This design comes from an exercise in tuning for small area and a short achievable clock period on the open sky130 flow, not from production work. RTL that was checked went through simulation tests only; none was proved equivalent to the original. Power is estimated from default activity; no workload was simulated.

==> inputs of 09-17 <==
## tod_core
module tod_core #(parameter TIME_WIDTH_SUB_NS=20, TIME_WIDTH_NS=32, TIME_WIDTH_SEC=48) (
    input clk,
    input rst_n,
    input set_init_time,  
    input set_offset_time,  
    input plus_offset_time,  
    input wire [TIME_WIDTH_SUB_NS-1:0] init_time_sub_ns,
    input wire [TIME_WIDTH_NS-1:0] init_time_ns,
    input wire [TIME_WIDTH_SEC-1:0] init_time_sec,
    input wire [TIME_WIDTH_SUB_NS-1:0] offset_time_sub_ns,
    input wire [TIME_WIDTH_NS-1:0] offset_time_ns,  
    input wire [TIME_WIDTH_SUB_NS-1:0] incr_time_sub_ns,
    input wire [TIME_WIDTH_NS-1:0] incr_time_ns,
    output reg [TIME_WIDTH_SUB_NS-1:0] time_sub_ns,
    output reg [TIME_WIDTH_NS-1:0] time_ns,
    output reg [TIME_WIDTH_SEC-1:0] time_sec
);
==> flow/config.mk <==
export PLATFORM = sky130hd
export DESIGN_NAME = tod_core
export DESIGN_NICKNAME = tod_core
export VERILOG_FILES = /design/flow/design.v
export SDC_FILE = /design/flow/constraint.sdc
export NUM_CORES = 4
export LEC_CHECK = 0
export CAP_MARGIN = 20
export CORE_MARGIN = 2
export CORE_UTILIZATION = 55
export CTS_BUF_LIST = sky130_fd_sc_hd__clkbuf_4 sky130_fd_sc_hd__clkbuf_8
export SLEW_MARGIN = 20
==> flow/constraint.sdc <==
create_clock -name core_clock -period 18.0 [get_ports {clk}]
set_input_delay 3.6000 -clock core_clock [delete_from_list [all_inputs] [get_ports {clk}]]
set_output_delay 3.6000 -clock core_clock [all_outputs]
set_load 0.01 [all_outputs]
standard.sh (not shown) runs the stock make flow with config.mk's settings and CLKGATE_MAP_FILE= SYNTH_SCRIPT=/design/flow/synth_recipe.tcl, a recipe that flattens the netlist after the stock synthesis.
==> flow/flow/run.sh <==
#!/bin/bash
# The standard layout (standard.sh), with three changes to how it is made:
# - synthesis maps all logic with flow/abc.script, an area-oriented ABC script (see flow/synth.tcl);
# - the port buffers use the smallest buffer cell instead of buffer_ports' default;
# - repair_timing works towards a setup slack of 10 ns at the design's clock period.
# The output of every step goes to standard.log here (ORFS's own per-step logs stay in orfs/logs).
set -euo pipefail
export FLOW_ABC_SCRIPT=$PWD/flow/abc.script
bash standard.sh SYNTH_SCRIPT=$PWD/flow/synth.tcl "BUFFER_PORTS_ARGS=-buffer_cell sky130_fd_sc_hd__buf_1" SETUP_SLACK_MARGIN=10 "SYNTH_KEEP_MODULES=tod_aoi21 tod_oai21 tod_nand2 tod_nor2 tod_aoi22 tod_aoi222" finish > standard.log 2>&1
==> flow/flow/abc.script <==
&get -n
&st
&dch -f
&nf -a
&put
==> flow/flow/synth.tcl <==
# synth_recipe.tcl (the standard synthesis) with two changes: ABC maps with
# flow/abc.script in place of ORFS's abc_speed.script, and full and half adders
# are not extracted into fa/ha cells first (ABC maps that logic with the rest).
# Everything else, including the register names and cells, is as in the
# standard synthesis.
proc synth {args} { yosys synth -nofsm -noshare {*}$args }
proc extract_fa {args} { }
proc abc {args} {
  set i [lsearch -exact $args -script]
  if { $i >= 0 } {
    set args [lreplace $args [expr {$i + 1}] [expr {$i + 1}] $::env(FLOW_ABC_SCRIPT)]
  }
  yosys abc {*}$args
}
source $::env(SCRIPTS_DIR)/synth.tcl
# left out here: clear keep_hierarchy, flatten, clean up, hide names made inside functions, write 1_2_yosys.v
==> 12-15: changes against 09-17 <==
--- a/flow/design.v
+++ b/flow/design.v
@@ -20,54 +20,63 @@
 localparam HW = W - LW;                                
 localparam [HW-1:0] KP = 23'd1953125;                  
 localparam [HW-1:0] KM = -23'd1953125;
 wire minus = set_offset_time & ~plus_offset_time;
 wire [W-1:0] a = {time_ns, time_sub_ns};
 wire [W-1:0] b = {incr_time_ns, incr_time_sub_ns};
 wire [W-1:0] c = {W{set_offset_time}} & ({offset_time_ns, offset_time_sub_ns} ^ {W{minus}});
-wire [W-1:0] x = a ^ b ^ c;
-wire [W-1:0] y = {(a[W-2:0] & b[W-2:0]) | (a[W-2:0] & c[W-2:0]) | (b[W-2:0] & c[W-2:0]), 1'b0};
+wire [W-1:0] x, ym;
+tod_csa u_csa (.a(a), .b(b), .c(c), .s(x), .co(ym));
+wire [W-1:0] y = {ym[W-2:0], 1'b0};
 wire [LW-1:0] lo;
 wire c9;
 tod_add_lo u_lo (.a(x[LW-1:0]), .b(y[LW-1:0]), .cin(minus), .s(lo), .cout(c9));
 wire [HW-1:0] xu = x[W-1:LW];
 wire [HW-1:0] yu = y[W-1:LW];
-wire low = minus & ({1'b0, time_ns[29:28]} + {1'b0, incr_time_ns[29:28]} <= {1'b0, offset_time_ns[29:28]});
+wire [1:0] ib = incr_time_ns[29:28];
+wire [1:0] io = offset_time_ns[29:28];
+wire low = minus & (time_ns[29] ? ({1'b0, ib} + 3'd2 <= {1'b0, io}) : (ib <= io));
 wire [HW-1:0] ks = low ? KP : KM;         
 wire [HW-1:0] xk = xu ^ yu ^ ks;
 wire [HW-1:0] yk = {(xu[HW-2:0] & yu[HW-2:0]) | (xu[HW-2:0] & ks[HW-2:0]) | (yu[HW-2:0] & ks[HW-2:0]), 1'b0};
 wire [HW-1:0] u0, uk;
 wire co0, cok;
-tod_add_hi u_h0 (.a(xu), .b(yu), .cin(c9), .s(u0), .cout(co0));
-tod_add_hi u_hk (.a(xk), .b(yk), .cin(c9), .s(uk), .cout(cok));
-wire sec_dec = low & u0[HW-1];            
-wire sec_adv = ~low & ~uk[HW-1];          
+wire p0m, c0m, pkm, ckm;                   
+tod_add_hi u_h0 (.a(xu), .b(yu), .cin(c9), .s(u0), .cout(co0), .pm(p0m), .cm(c0m));
+tod_add_hi u_hk (.a(xk), .b(yk), .cin(c9), .s(uk), .cout(cok), .pm(pkm), .cm(ckm));
 wire [TIME_WIDTH_SEC-1:0] ones, zeros;
 assign ones[0] = 1'b1;
 assign zeros[0] = 1'b1;
 genvar k;
 generate for (k = 1; k < TIME_WIDTH_SEC; k = k + 1) begin : g_pre
     assign ones[k] = ones[k-1] & time_sec[k-1];
     assign zeros[k] = zeros[k-1] & ~time_sec[k-1];
 end endgenerate
+localparam NC = 4;
 wire ld = set_init_time;
-wire adv_n = sec_adv & ~ld;
-wire dec_n = sec_dec & ~ld;
+wire e_adv = ~low & ~ld;
+wire e_dec = low & ~ld;
+wire [NC-1:0] adv_n, dec_n, use_k, use_0;
+genvar r;
+generate for (r = 0; r < NC; r = r + 1) begin : g_flag
+    tod_mux2 u_a (.a(e_adv & ~pkm), .b(e_adv & pkm), .s(ckm), .y(adv_n[r]));
+    tod_mux2 u_d (.a(e_dec & p0m), .b(e_dec & ~p0m), .s(c0m), .y(dec_n[r]));
+    assign use_k[r] = adv_n[r] | dec_n[r];
+    assign use_0[r] = ~(adv_n[r] | dec_n[r] | ld);
+end endgenerate
 wire [TIME_WIDTH_SEC-1:0] sec_q = ld ? init_time_sec : time_sec;
 wire [TIME_WIDTH_SEC-1:0] sec_tn;        
 genvar j;
 generate for (j = 0; j < TIME_WIDTH_SEC; j = j + 1) begin : g_sfin
-    tod_aoi22 u_t (.a1(adv_n), .a2(ones[j]), .b1(dec_n), .b2(zeros[j]), .y(sec_tn[j]));
+    tod_aoi22 u_t (.a1(adv_n[j % NC]), .a2(ones[j]), .b1(dec_n[j % NC]), .b2(zeros[j]), .y(sec_tn[j]));
 end endgenerate
 wire [TIME_WIDTH_SEC-1:0] sec_nxt = ~(sec_q ^ sec_tn);
-wire use_k = (sec_dec | sec_adv) & ~ld;
-wire use_0 = ~(sec_dec | sec_adv) & ~ld;
 wire [HW-1:0] ns_hi_n;
 generate for (j = 0; j < HW; j = j + 1) begin : g_nfin
-    tod_aoi222 u_m (.a1(use_k), .a2(uk[j]), .b1(use_0), .b2(u0[j]), .c1(ld), .c2(init_time_ns[9+j]), .y(ns_hi_n[j]));
+    tod_aoi222 u_m (.a1(use_k[j % NC]), .a2(uk[j]), .b1(use_0[j % NC]), .b2(u0[j]), .c1(ld), .c2(init_time_ns[9+j]), .y(ns_hi_n[j]));
 end endgenerate
 wire [HW-1:0] ns_hi_nxt = ~ns_hi_n;
 always @(posedge clk or negedge rst_n) begin
     if (!rst_n) begin
         time_sub_ns <= {TIME_WIDTH_SUB_NS{1'b0}};
         time_ns <= {TIME_WIDTH_NS{1'b0}};
         time_sec <= {TIME_WIDTH_SEC{1'b0}};
@@ -75,18 +84,22 @@
     else begin
         time_sub_ns <= ld ? init_time_sub_ns : lo[TIME_WIDTH_SUB_NS-1:0];
         time_ns <= {ns_hi_nxt, ld ? init_time_ns[8:0] : lo[LW-1:TIME_WIDTH_SUB_NS]};
         time_sec <= sec_nxt;
     end
 end
 endmodule
+module tod_csa (input [51:0] a, input [51:0] b, input [51:0] c, output [51:0] s, output [51:0] co);
+assign s = a ^ b ^ c;
+assign co = (a & b) | (a & c) | (b & c);
+endmodule
 module tod_add_lo (input [28:0] a, input [28:0] b, input cin, output [28:0] s, output cout);
 wire [28:0] p = a ^ b;
 wire [28:0] gn = ~(a & b);
-wire [28:0] pn = ~(a ^ b);
+wire [28:0] pn = ~(a | b);    
 wire w1 = ~cin;
 wire w2;
 tod_oai21 uw2 (.a1(pn[0]), .a2(w1), .b1(gn[0]), .y(w2));
 wire w3;
 tod_oai21 uw3 (.a1(pn[2]), .a2(gn[1]), .b1(gn[2]), .y(w3));
 wire w4;
 tod_nor2 uw4 (.a(pn[2]), .b(pn[1]), .y(w4));
@@ -268,18 +281,18 @@
 assign cy[26] = w80;
 assign cy[27] = w55;
 assign cy[28] = w82;
 assign cy[29] = ~w64;
 assign s = p ^ cy[28:0];
 assign cout = cy[29];
 endmodule
-module tod_add_hi (input [22:0] a, input [22:0] b, input cin, output [22:0] s, output cout);
+module tod_add_hi (input [22:0] a, input [22:0] b, input cin, output [22:0] s, output cout, output pm, output cm);
 wire [22:0] p = a ^ b;
 wire [22:0] gn = ~(a & b);
-wire [22:0] pn = ~(a ^ b);
+wire [22:0] pn = ~(a | b);    
 wire w1;
 tod_oai21 uw1 (.a1(pn[1]), .a2(gn[0]), .b1(gn[1]), .y(w1));
 wire w2;
 tod_nor2 uw2 (.a(pn[1]), .b(pn[0]), .y(w2));
 wire w3;
 tod_oai21 uw3 (.a1(pn[3]), .a2(gn[2]), .b1(gn[3]), .y(w3));
 wire w4;
@@ -506,26 +519,34 @@
 tod_oai21 uw109 (.a1(w58), .a2(w87), .b1(w57), .y(w109));
 assign cy[22] = w109;
 wire w110;
 tod_aoi21 uw110 (.a1(w86), .a2(cin), .b1(w85), .y(w110));
 assign cy[23] = ~w110;
 assign s = p ^ cy[22:0];
 assign cout = cy[23];
+assign pm = p[22];
+assign cm = cy[22];
 endmodule
 module tod_aoi21 (input a1, input a2, input b1, output y);
 assign y = ~((a1 & a2) | b1);
 endmodule
 module tod_oai21 (input a1, input a2, input b1, output y);
 assign y = ~((a1 | a2) & b1);
 endmodule
 module tod_nand2 (input a, input b, output y);
 assign y = ~(a & b);
 endmodule
 module tod_nor2 (input a, input b, output y);
 assign y = ~(a | b);
 endmodule
+module tod_mux2 (input a, input b, input s, output y);
+assign y = s ? b : a;
+endmodule
+module tod_xnor2 (input a, input b, output y);
+assign y = ~(a ^ b);
+endmodule
 module tod_aoi22 (input a1, input a2, input b1, input b2, output y);
 assign y = ~((a1 & a2) | (b1 & b2));
 endmodule
 module tod_aoi222 (input a1, input a2, input b1, input b2, input c1, input c2, output y);
 assign y = ~((a1 & a2) | (b1 & b2) | (c1 & c2));
 endmodule
==> flow/flow/run.sh (replaced) <==
#!/bin/bash
# The standard layout (standard.sh), with three changes to how it is made:
# - synthesis maps all logic with flow/abc.script, an area-oriented ABC script (see flow/synth.tcl);
# - the port buffers use the smallest buffer cell instead of buffer_ports' default;
# - repair_timing works towards a setup slack of 10.5 ns at the design's clock period.
# - extra ORFS settings: "SYNTH_KEEP_MODULES=tod_aoi21 tod_oai21 tod_nand2 tod_nor2 tod_aoi22 tod_aoi222 tod_csa tod_mux2" (SYNTH_KEEP_MODULES keeps the one-gate blocks of
#   rtl/tod_core.v apart in synthesis, so each maps to one library gate).
# The output of every step goes to standard.log here (ORFS's own per-step logs stay in orfs/logs).
set -euo pipefail
export FLOW_ABC_SCRIPT=$PWD/flow/abc.script
bash standard.sh SYNTH_SCRIPT=$PWD/flow/synth.tcl "BUFFER_PORTS_ARGS=-buffer_cell sky130_fd_sc_hd__buf_1" SETUP_SLACK_MARGIN=10.5 "SYNTH_KEEP_MODULES=tod_aoi21 tod_oai21 tod_nand2 tod_nor2 tod_aoi22 tod_aoi222 tod_csa tod_mux2" finish > standard.log 2>&1
==> flow/flow/synth.tcl (replaced) <==
# synth_recipe.tcl (the standard synthesis) with two changes: ABC maps with
# flow/abc.script in place of ORFS's abc_speed.script, and full and half adders
# are extracted into fa/ha cells only in the carry-save block tod_csa (ABC
# maps the adders' logic elsewhere with the rest).
# Everything else, including the register names and cells, is as in the
# standard synthesis.
proc synth {args} { yosys synth -nofsm -noshare {*}$args }
proc extract_fa {args} { yosys extract_fa {*}$args tod_csa }
proc abc {args} {
  set i [lsearch -exact $args -script]
  if { $i >= 0 } {
    set args [lreplace $args [expr {$i + 1}] [expr {$i + 1}] $::env(FLOW_ABC_SCRIPT)]
  }
  yosys abc {*}$args
}
source $::env(SCRIPTS_DIR)/synth.tcl
# left out here: clear keep_hierarchy, flatten, clean up, hide names made inside functions, write 1_2_yosys.v
- CTS_BUF_LIST: sky130_fd_sc_hd__clkbuf_4 sky130_fd_sc_hd__clkbuf_8 -> unset
==> 06-07: changes against 09-17 <==
--- a/flow/design.v
+++ b/flow/design.v
@@ -20,22 +20,25 @@
 localparam HW = W - LW;                                
 localparam [HW-1:0] KP = 23'd1953125;                  
 localparam [HW-1:0] KM = -23'd1953125;
 wire minus = set_offset_time & ~plus_offset_time;
 wire [W-1:0] a = {time_ns, time_sub_ns};
 wire [W-1:0] b = {incr_time_ns, incr_time_sub_ns};
 wire [W-1:0] c = {W{set_offset_time}} & ({offset_time_ns, offset_time_sub_ns} ^ {W{minus}});
-wire [W-1:0] x = a ^ b ^ c;
-wire [W-1:0] y = {(a[W-2:0] & b[W-2:0]) | (a[W-2:0] & c[W-2:0]) | (b[W-2:0] & c[W-2:0]), 1'b0};
+wire [W-1:0] x, ym;
+tod_csa u_csa (.a(a), .b(b), .c(c), .s(x), .co(ym));
+wire [W-1:0] y = {ym[W-2:0], 1'b0};
 wire [LW-1:0] lo;
 wire c9;
 tod_add_lo u_lo (.a(x[LW-1:0]), .b(y[LW-1:0]), .cin(minus), .s(lo), .cout(c9));
 wire [HW-1:0] xu = x[W-1:LW];
 wire [HW-1:0] yu = y[W-1:LW];
-wire low = minus & ({1'b0, time_ns[29:28]} + {1'b0, incr_time_ns[29:28]} <= {1'b0, offset_time_ns[29:28]});
+wire [1:0] ib = incr_time_ns[29:28];
+wire [1:0] io = offset_time_ns[29:28];
+wire low = minus & (time_ns[29] ? ({1'b0, ib} + 3'd2 <= {1'b0, io}) : (ib <= io));
 wire [HW-1:0] ks = low ? KP : KM;         
 wire [HW-1:0] xk = xu ^ yu ^ ks;
 wire [HW-1:0] yk = {(xu[HW-2:0] & yu[HW-2:0]) | (xu[HW-2:0] & ks[HW-2:0]) | (yu[HW-2:0] & ks[HW-2:0]), 1'b0};
 wire [HW-1:0] u0, uk;
 wire co0, cok;
 tod_add_hi u_h0 (.a(xu), .b(yu), .cin(c9), .s(u0), .cout(co0));
 tod_add_hi u_hk (.a(xk), .b(yk), .cin(c9), .s(uk), .cout(cok));
@@ -75,18 +78,22 @@
     else begin
         time_sub_ns <= ld ? init_time_sub_ns : lo[TIME_WIDTH_SUB_NS-1:0];
         time_ns <= {ns_hi_nxt, ld ? init_time_ns[8:0] : lo[LW-1:TIME_WIDTH_SUB_NS]};
         time_sec <= sec_nxt;
     end
 end
 endmodule
+module tod_csa (input [51:0] a, input [51:0] b, input [51:0] c, output [51:0] s, output [51:0] co);
+assign s = a ^ b ^ c;
+assign co = (a & b) | (a & c) | (b & c);
+endmodule
 module tod_add_lo (input [28:0] a, input [28:0] b, input cin, output [28:0] s, output cout);
 wire [28:0] p = a ^ b;
 wire [28:0] gn = ~(a & b);
-wire [28:0] pn = ~(a ^ b);
+wire [28:0] pn = ~(a | b);    
 wire w1 = ~cin;
 wire w2;
 tod_oai21 uw2 (.a1(pn[0]), .a2(w1), .b1(gn[0]), .y(w2));
 wire w3;
 tod_oai21 uw3 (.a1(pn[2]), .a2(gn[1]), .b1(gn[2]), .y(w3));
 wire w4;
 tod_nor2 uw4 (.a(pn[2]), .b(pn[1]), .y(w4));
@@ -271,15 +278,15 @@
 assign cy[29] = ~w64;
 assign s = p ^ cy[28:0];
 assign cout = cy[29];
 endmodule
 module tod_add_hi (input [22:0] a, input [22:0] b, input cin, output [22:0] s, output cout);
 wire [22:0] p = a ^ b;
 wire [22:0] gn = ~(a & b);
-wire [22:0] pn = ~(a ^ b);
+wire [22:0] pn = ~(a | b);    
 wire w1;
 tod_oai21 uw1 (.a1(pn[1]), .a2(gn[0]), .b1(gn[1]), .y(w1));
 wire w2;
 tod_nor2 uw2 (.a(pn[1]), .b(pn[0]), .y(w2));
 wire w3;
 tod_oai21 uw3 (.a1(pn[3]), .a2(gn[2]), .b1(gn[3]), .y(w3));
 wire w4;
==> flow/flow/run.sh (replaced) <==
#!/bin/bash
# The standard layout (standard.sh), with three changes to how it is made:
# - synthesis maps all logic with flow/abc.script, an area-oriented ABC script (see flow/synth.tcl);
# - the port buffers use the smallest buffer cell instead of buffer_ports' default;
# - repair_timing works towards a setup slack of 10.25 ns at the design's clock period.
# - extra ORFS settings: "SYNTH_KEEP_MODULES=tod_aoi21 tod_oai21 tod_nand2 tod_nor2 tod_aoi22 tod_aoi222 tod_csa" (SYNTH_KEEP_MODULES keeps the one-gate blocks of
#   rtl/tod_core.v apart in synthesis, so each maps to one library gate).
# The output of every step goes to standard.log here (ORFS's own per-step logs stay in orfs/logs).
set -euo pipefail
export FLOW_ABC_SCRIPT=$PWD/flow/abc.script
bash standard.sh SYNTH_SCRIPT=$PWD/flow/synth.tcl "BUFFER_PORTS_ARGS=-buffer_cell sky130_fd_sc_hd__buf_1" SETUP_SLACK_MARGIN=10.25 "SYNTH_KEEP_MODULES=tod_aoi21 tod_oai21 tod_nand2 tod_nor2 tod_aoi22 tod_aoi222 tod_csa" finish > standard.log 2>&1
==> flow/flow/synth.tcl (replaced) <==
# synth_recipe.tcl (the standard synthesis) with two changes: ABC maps with
# flow/abc.script in place of ORFS's abc_speed.script, and full and half adders
# are extracted into fa/ha cells only in the carry-save block tod_csa (ABC
# maps the adders' logic elsewhere with the rest).
# Everything else, including the register names and cells, is as in the
# standard synthesis.
proc synth {args} { yosys synth -nofsm -noshare {*}$args }
proc extract_fa {args} { yosys extract_fa {*}$args tod_csa }
proc abc {args} {
  set i [lsearch -exact $args -script]
  if { $i >= 0 } {
    set args [lreplace $args [expr {$i + 1}] [expr {$i + 1}] $::env(FLOW_ABC_SCRIPT)]
  }
  yosys abc {*}$args
}
source $::env(SCRIPTS_DIR)/synth.tcl
# left out here: clear keep_hierarchy, flatten, clean up, hide names made inside functions, write 1_2_yosys.v
- CTS_BUF_LIST: sky130_fd_sc_hd__clkbuf_4 sky130_fd_sc_hd__clkbuf_8 -> unset
==> comparison table <==
| quantity | 06-07 | 12-15 | 09-17 |
|---|---|---|---|
| Clk slew on worst S/H paths | 0.09 ns | 0.08 ns | 0.11 ns |
| Last weighted congestion value of the routability-driven placer | 0.874 | 0.879 | 0.877 |
| Comb power frac | 0.774 | 0.781 | 0.774 |
| Fraction of layout instances using a drive strength above 1 | 0.0934 | 0.105 | 0.0457 |
| Final hold slack | 0.648 ns | 0.609 ns | 0.677 ns |
| Count of multi-input gates | 1089 | 1105 | 1275 |
| Inverter count | 78 | 79 | 76 |
| Combined area of the multi-input logic cells | 7710 um2 | 7970 um2 | 7950 um2 |
| Clock insertion delay at the later pin of the skew report | 0.37 ns | 0.36 ns | 0.40 ns |
| Result of the run | finished clean | finished clean | finished clean |
| Register area share after synthesis | 0.252 | 0.248 | 0.240 |
| Antenna fix cells | 0 | 1 | 1 |
| Via count of the first global-routing pass | 9736 | 10.1k | 10.4k |
The RTL of 09-17 and 06-07 was laid out without a check of its function.

re-timing with driven ports:
No port has a modelled driver above. Below, the same layouts with a new extraction and two added sets of constraints.
Step 1 (the two cells are an assumption about what drives the block):
set clk [get_ports {clk}]
set_driving_cell -lib_cell sky130_fd_sc_hd__clkbuf_16 $clk
set_driving_cell -lib_cell sky130_fd_sc_hd__buf_2 [delete_from_list [all_inputs] $clk]
Step 2, shift: input delay + t, output delay - t, t = (earliest + latest rising clock arrival at the registers) / 2. This alone moves slack from input paths to output paths.
Slacks: ideal / step 1 / step 2; pairs: ideal / step 1.
run | t (ns) | slack for setup (ns) | latest minus earliest clock arrival (ns) | slew at the worst register clock pin (ns)
09-17 | 0.425 | 10.272 / 10.229 / 9.804 | 0.021 / 0.021 | 0.12 / 0.12
12-15 | 0.404 | 10.586 / 10.561 / 10.157 | 0.011 / 0.011 | 0.08 / 0.08
06-07 | 0.407 | 10.461 / 10.483 / 10.077 | 0.017 / 0.017 | 0.09 / 0.09
After both steps every run listed still meets setup and hold. For 09-17, which loses most, drivers alone change the setup slack by -0.043 ns; drivers and shift together by -0.468 ns.
